This is an optimization exercise on Yosys and OpenROAD, whose aim is small area, a short achievable clock period and few clock cycles, not a production implementation.
The RTL was checked by simulation tests, not by an equivalence proof against the original design.

run 1:
Design MDC, start of the top module:
module MDC(clk, rst_n, in_valid, in_data, in_mode, out_valid, out_data);
For scale: about 6100 cells after synthesis, roughly 840 flip-flops, ~61000 sq um of cells after synthesis.
clock: 11.0 ns
lec_check: 0
cap_margin: 20
core_margin: 2
core_utilization: 45
slew_margin: 60
standard.sh (not shown) runs the stock make flow with config.mk's settings and CLKGATE_MAP_FILE= SYNTH_SCRIPT=/design/flow/synth_recipe.tcl, a recipe that flattens the netlist after the stock synthesis.
==> flow/flow/run.sh <==
#!/bin/bash
set -euo pipefail
bash standard.sh SETUP_SLACK_MARGIN=7 TNS_END_PERCENT=5 \
  "BUFFER_PORTS_ARGS=-buffer_cell sky130_fd_sc_hd__buf_2" finish > standard.log 2>&1
Run 1: all stages complete, timing, DRC and antenna checks passed
Testbench counts of run 1, summed over its fixed seeds: cycles 30,937.
Setup changes, run 1 to run 3
- swapping 60 for 20 in SLEW_MARGIN
Findings:
Of run 3 and run 1, the run reporting the higher fraction of area in clock buffers and inverters was run 3.
Run 3 vs. run 1: count of non-filler cells in the finished layout saw a decrease, average wire per cell in the routed design saw little to no change, wire length of the first global-routing pass saw a decrease, setup slack saw an increase.
From run 1 to run 3 the numbers moved as follows: utilization shows a reduction of 0.82 points.

* * *

Setup of v6:
Starting RTL as in the previous note.
==> flow/config.mk <==
export PLATFORM = sky130hd
export DESIGN_NAME = MDC
export DESIGN_NICKNAME = MDC
export VERILOG_FILES = /design/flow/design.v
export SDC_FILE = /design/flow/constraint.sdc
export NUM_CORES = 4
export LEC_CHECK = 0
export CAP_MARGIN = 20
export CORE_MARGIN = 2
export CORE_UTILIZATION = 45
export SLEW_MARGIN = 20
==> flow/constraint.sdc <==
create_clock -name core_clock -period 11.0 [get_ports {clk}]
set_input_delay 2.2000 -clock core_clock [delete_from_list [all_inputs] [get_ports {clk}]]
set_output_delay 2.2000 -clock core_clock [all_outputs]
set_load 0.01 [all_outputs]
==> flow/flow/run.sh <==
#!/bin/bash
set -euo pipefail
bash standard.sh SETUP_SLACK_MARGIN=7 TNS_END_PERCENT=25 \
  "BUFFER_PORTS_ARGS=-buffer_cell sky130_fd_sc_hd__buf_2" finish > standard.log 2>&1
Testbench counts of v6, summed over its fixed seeds: cycles 30,937.
Here is what was changed in the inputs of v7 compared with v6.
diff --git a/flow/config.mk b/flow/config.mk
--- a/flow/config.mk
+++ b/flow/config.mk
@@ -11 +11 @@
-export SLEW_MARGIN = 20
+export SLEW_MARGIN = 60
Results
v6 reports its last element of the critical path as out_data[32] while v7 reports out_data[123]. met2 capacity usage during global routing across v7 and v6: no real change. Changes observed in v7 relative to v6: ratio of routed vias to standard cells closely matched the old numbers, count of clock-buffer cells in the layout down 11%, setup slack of the critical path after layout went up.

* * *

harbor:
MDC, a different RTL version from the one above (not shown whole).
Size in the first run: about 5300 cells after synthesis, about 750 flip-flops, about 240 I/O pins, about 52000 um2 of cells after synthesis.
Settings: LEC_CHECK=0, CAP_MARGIN=20, CORE_MARGIN=2, CORE_UTILIZATION=45, SLEW_MARGIN=20; clock period 11.0 ns.
Scripts as last shown in full above: flow/flow/run.sh
harbor went all the way through synthesis, placement and routing and the layout is clean on timing, DRC and antenna.
Testbench counts of harbor, summed over its fixed seeds: cycles 33,619.
## Diff of input files: onyx against harbor
Settings: a change of SLEW_MARGIN from 20 to 60.
==> flow/flow/run.sh <==
#!/bin/bash
set -euo pipefail
bash standard.sh SETUP_SLACK_MARGIN=6.75 TNS_END_PERCENT=25 \
  "BUFFER_PORTS_ARGS=-buffer_cell sky130_fd_sc_hd__buf_2" finish > standard.log 2>&1
==> comparison <==
Going from harbor to onyx, final critical-path required period shrinks by 0.29 ns. [compare] base=harbor new=onyx: post-synthesis register bit count flat; sequential share of cell area stayed essentially flat; wire length after detailed routing grew by 1400 um; worst hold slack +0.014 ns. Every run (harbor and onyx) finished clean.

==> afterwards: timing with drivers on the ports <==
In the flow no input, the clock included, has a driving cell. The finished layouts below were timed again as built, in two steps. Step 1 assumes that a clkbuf_16 drives the clock port and a buf_2 every other input. Step 2 times the ports against the registers' clock, not the clock port: input delays grow and output delays shrink by t, the midpoint of the rising clock arrivals with the driver on. a / b / c = ideal / step 1 / step 2; a / b = the first two.
| run | shift t [ns] | setup slack, ns | hold WS [ns] | latest minus earliest clock arrival (ns) |
|---|---|---|---|---|
| run 1 | 0.824 | 6.543 / 6.458 / 6.300 | 0.472 / 0.472 / 0.472 | 0.085 / 0.084 |
| run 3 | 0.820 | 6.554 / 6.472 / 6.269 | 0.469 / 0.469 / 0.469 | 0.076 / 0.076 |
| v6 | 0.820 | 6.569 / 6.485 / 6.270 | 0.469 / 0.469 / 0.469 | 0.077 / 0.077 |
| v7 | 0.825 | 6.632 / 6.546 / 6.315 | 0.470 / 0.470 / 0.470 | 0.083 / 0.083 |
| harbor | 0.803 | 6.319 / 6.237 / 6.359 | 0.511 / 0.511 / 0.511 | 0.034 / 0.033 |
| onyx | 0.775 | 6.612 / 6.537 / 6.370 | 0.525 / 0.525 / 0.525 | 0.031 / 0.032 |
After both steps setup and hold are still met in every run listed. For v7, which loses most, drivers alone change the setup slack by -0.086 ns; drivers and shift together by -0.317 ns.
